This is an optimization exercise on Yosys and OpenROAD, whose aim is small area, not a production implementation. The RTL was checked by simulation tests, not by an equivalence proof against the original design. Power figures rest on the tool's default switching activity, not on a simulated workload. The clock port is modelled as an ideal driver; clocking choices that lean on that would not hold on a real chip.

Setup of red:
Design top_PF, start of the top module:
module top_PF (
    input  signed [7:0] i_signals,
    input               clk,
    input               rst,
    output              o_clock,
    output signed [7:0] o_signal,
    output        [1:0] pwm
);
reg [3:0] pa;    
reg [4:0] pb;    
wire pb_wrap = (pb == 5'd23);
always @(posedge clk or negedge rst)
  if (!rst) begin
    pa <= 4'd0;
    pb <= 5'd0;
  end else begin
    pb <= pb_wrap ? 5'd0 : pb + 5'd1;
    if (pb_wrap) pa <= (pa == 4'd14) ? 4'd0 : pa + 4'd1;
  end
wire pa3  = (pa == 4'd3);
wire pa7  = (pa == 4'd7);
wire pa11 = (pa == 4'd11);
wire pa12 = (pa == 4'd12);
wire pa13 = (pa == 4'd13);
wire ev_x    = pa3  && (pb == 5'd18);    
wire ev_dn   = pa11 && (pb == 5'd6);     
wire ev_s    = pa11 && (pb == 5'd7);     
wire c0      = pa11 && (pb == 5'd8);     
wire ev_p2   = pa12 && (pb == 5'd14);    
wire c30     = pa12 && (pb == 5'd14);    
wire c31     = pa12 && (pb == 5'd15);    
wire c60     = pa13 && (pb == 5'd20);    
wire lapA    = (pa11 && pb >= 5'd9) || (pa12 && pb <= 5'd13);    
wire mcalc   = (pa12 && pb >= 5'd15) || (pa13 && pb <= 5'd19);   
wire slip    = mcalc || c60;                                     
wire ge90  = (pa > 4'd3) || (pa3 && pb >= 5'd18);
wire le179 = (pa < 4'd7) || (pa7 && pb <= 5'd11);
wire ge270 = (pa > 4'd11) || (pa11 && pb >= 5'd6);
assign o_clock = (ge90 && le179) || ge270;
reg clr;
always @(posedge clk or negedge rst)
  if (!rst) clr <= 1'b1;
  ...
clock: 20.0 ns
lec_check: 0
abc_area: 1
cap_margin: 20
core_margin: 2
core_utilization: 70
cts_buf_list: sky130_fd_sc_hd__clkbuf_16
cts_cluster_diameter: 60
cts_cluster_size: 28
slew_margin: 20
standard.sh (not shown) runs the stock make flow with config.mk's settings and CLKGATE_MAP_FILE= SYNTH_SCRIPT=/design/flow/synth_recipe.tcl, a recipe that flattens the netlist after the stock synthesis.
==> flow/flow/run.sh <==
#!/bin/bash
# The standard layout (the standard.sh, every ORFS step unchanged), with
# one CTS option added: no dummy loads on the clock tree's leaf nets.  The
# other CTS options are the ones cts.tcl builds from config.mk.
set -euo pipefail
CTS="-sink_clustering_enable -repair_clock_nets -dont_use_dummy_load"
CTS="$CTS -buf_list sky130_fd_sc_hd__clkbuf_16"
CTS="$CTS -sink_clustering_size 28 -sink_clustering_max_diameter 90 -tree_buf sky130_fd_sc_hd__clkbuf_8"
bash standard.sh "CTS_ARGS=$CTS" finish > standard_flow.log 2>&1
For orange, these inputs were changed with respect to red:
- CTS_CLUSTER_DIAMETER: 60 -> 90
==> flow/run.sh (new file) <==
#!/bin/bash
# synth_recipe.tcl (not shown) runs the flow's synth.tcl, then flattens the netlist and writes it again
# the make line also repeats each setting of config.mk as NAME=value (left out here)
make -C /OpenROAD-flow-scripts/flow DESIGN_CONFIG=/design/flow/config.mk WORK_HOME=/design/flow/orfs CLKGATE_MAP_FILE= SYNTH_SCRIPT=/design/flow/synth_recipe.tcl finish
removed: flow/flow/run.sh
removed: flow/standard.sh
## What came out
In summary, orange completed successfully, with a layout that passed the timing, design-rule and antenna checks.
Compared to red, orange has ratio of cells with drive above 1 in the final layout 0.31 points higher.
Changes observed in orange relative to red: footprint of the flip-flops and latches now sits at about the same level; total routing usage reported by global routing now sits at about the same level.
orange vs. red: slew of the pin with the lowest slew margin went up by 26 ps.
Diff red -> orange: worst path buffer plus inverter count stayed essentially flat; maximum frequency stayed essentially flat.

---

top_PF, a different RTL version from the one above (not shown whole).
Size in the first run: ~1800 flip-flops, ~21 I/O pins, roughly 50000 um2 of cells after synthesis.
clock: 20.0 ns
lec_check: 0
abc_area: 1
cap_margin: 20
core_margin: 2
core_utilization: 70
cts_buf_list: sky130_fd_sc_hd__clkbuf_16
cts_cluster_diameter: 60
cts_cluster_size: 28
slew_margin: 20
run.sh (not shown) runs the stock make flow with config.mk's settings and CLKGATE_MAP_FILE= SYNTH_SCRIPT=/design/flow/synth_recipe.tcl, a recipe that flattens the netlist after the stock synthesis.
Stock flow here: none of the scripts above is used.
The starting point completed without violations.
Next try:
==> flow/flow/run.sh (new file) <==
#!/bin/bash
# The standard layout (the standard.sh, every ORFS step unchanged), with
# one CTS option added: no dummy loads on the clock tree's leaf nets.  The
# other CTS options are the ones cts.tcl builds from config.mk.
set -euo pipefail
CTS="-sink_clustering_enable -repair_clock_nets -dont_use_dummy_load"
CTS="$CTS -buf_list sky130_fd_sc_hd__clkbuf_16"
CTS="$CTS -sink_clustering_size 28 -sink_clustering_max_diameter 60"
bash standard.sh "CTS_ARGS=$CTS" finish > standard_flow.log 2>&1
==> flow/standard.sh (new file) <==
#!/bin/bash
# synth_recipe.tcl (not shown) runs the flow's synth.tcl, then flattens the netlist and writes it again
# the make line also repeats each setting of config.mk as NAME=value (left out here)
make -C /OpenROAD-flow-scripts/flow DESIGN_CONFIG=/design/flow/config.mk WORK_HOME=/design/flow/orfs CLKGATE_MAP_FILE= SYNTH_SCRIPT=/design/flow/synth_recipe.tcl "${@:-finish}"
removed: flow/run.sh
The changed run finished with timing, DRC and antenna clean.
Worst hold slack is worse by 37 ps.
Routed wire length came out lower by a few percent.
Design area came out lower slightly.
Die area does not change.
Non-clock buffer count stays the same.

---

Another version of the RTL of top_PF (not shown whole).
Size: ~50000 sq um of cells after synthesis.
clock: 20.0 ns
lec_check: 0
abc_area: 1
cap_margin: 20
core_margin: 2
core_utilization: 70
cts_buf_list: sky130_fd_sc_hd__clkbuf_16
cts_cluster_diameter: 90
cts_cluster_size: 28
slew_margin: 20
standard.sh (not shown) runs the stock make flow with config.mk's settings and CLKGATE_MAP_FILE= SYNTH_SCRIPT=/design/flow/synth_recipe.tcl, a recipe that flattens the netlist after the stock synthesis.
==> flow/flow/run.sh <==
#!/bin/bash
# The standard layout (standard.sh: every ORFS step, synthesis included,
# unchanged), with two options passed to it:
#  - CTS_ARGS: the clock tree as cts.tcl would build it from config.mk's CTS
#    settings, plus -dont_use_dummy_load (no dummy loads on the leaf nets);
#  - BUFFER_PORTS_ARGS: every input and output port is still buffered, with
#    sky130_fd_sc_hd__buf_1 instead of the delay cell buffer_ports picks.
# ORFS writes each step's full log under orfs/logs/; make's own output goes
# to standard_flow.log.
set -euo pipefail
CTS="-sink_clustering_enable -repair_clock_nets -dont_use_dummy_load"
CTS="$CTS -buf_list sky130_fd_sc_hd__clkbuf_16"
CTS="$CTS -sink_clustering_size 26 -sink_clustering_max_diameter 110"
bash standard.sh "CTS_ARGS=$CTS" "BUFFER_PORTS_ARGS=-buffer_cell sky130_fd_sc_hd__buf_1" finish > standard_flow.log 2>&1
Then changed:
--- a/flow/flow/run.sh
+++ b/flow/flow/run.sh
@@ -11,4 +11,4 @@
 CTS="-sink_clustering_enable -repair_clock_nets -dont_use_dummy_load"
 CTS="$CTS -buf_list sky130_fd_sc_hd__clkbuf_16"
-CTS="$CTS -sink_clustering_size 26 -sink_clustering_max_diameter 110"
+CTS="$CTS -sink_clustering_size 28 -sink_clustering_max_diameter 90"
 bash standard.sh "CTS_ARGS=$CTS" "BUFFER_PORTS_ARGS=-buffer_cell sky130_fd_sc_hd__buf_1" finish > standard_flow.log 2>&1
Result: Non-clock buffer count stays the same; synthesized area stays the same; first-iteration DRC count shrinks by 5.2%; setup slack improved by 0.15 ns; die area is unchanged; clock power decreases by about 2%; final area stays flat; clock skew rises by 0.034 ns; wire length stays flat; via count fell by 0.50%.
Then changed:
--- a/flow/flow/run.sh
+++ b/flow/flow/run.sh
@@ -11,4 +11,4 @@
 CTS="-sink_clustering_enable -repair_clock_nets -dont_use_dummy_load"
 CTS="$CTS -buf_list sky130_fd_sc_hd__clkbuf_16"
-CTS="$CTS -sink_clustering_size 28 -sink_clustering_max_diameter 90"
+CTS="$CTS -sink_clustering_size 30 -sink_clustering_max_diameter 100"
 bash standard.sh "CTS_ARGS=$CTS" "BUFFER_PORTS_ARGS=-buffer_cell sky130_fd_sc_hd__buf_1" finish > standard_flow.log 2>&1
=>
- The changed run finished clean
- via count decreases slightly
- sequential cell count is unchanged
- core utilization fell by 0.14 points
- wire length decreases slightly
- clock-buffer cell count goes down by 5
- die area is unchanged
- hold slack improved by 0.024 ns
- synthesized area stays the same

## afterwards: timing with drivers on the ports
In the flow no input, the clock included, has a driving cell. The finished layouts below were timed again as built, in two steps. Step 1: set_driving_cell puts a clkbuf_16 on clk and a buf_2 on each other input, an assumption about the parent block. Step 2, shift: input delay + t, output delay - t, t = (earliest + latest rising clock arrival at the registers) / 2. This alone moves slack from input paths to output paths. a / b / c = ideal ports / drivers / drivers and shift; a / b = the first two.
run | shift t [ns] | setup WS [ns] | worst setup path after step 2
red | 0.678 | 3.951 / 3.951 / 3.951 | register to register
orange | 0.722 | 3.970 / 3.970 / 3.970 | register to register
the first run of note 2 | 0.733 | 3.715 / 3.715 / 3.715 | register to register
the second run of note 2 | 0.694 | 3.706 / 3.706 / 3.706 | register to register
the first run of note 3 | 0.722 | 3.839 / 3.839 / 3.839 | register to register
the second run of note 3 | 0.701 | 3.988 / 3.988 / 3.988 | register to register
the third run of note 3 | 0.705 | 3.927 / 3.927 / 3.927 | register to register
After both steps every run listed still meets setup and hold.
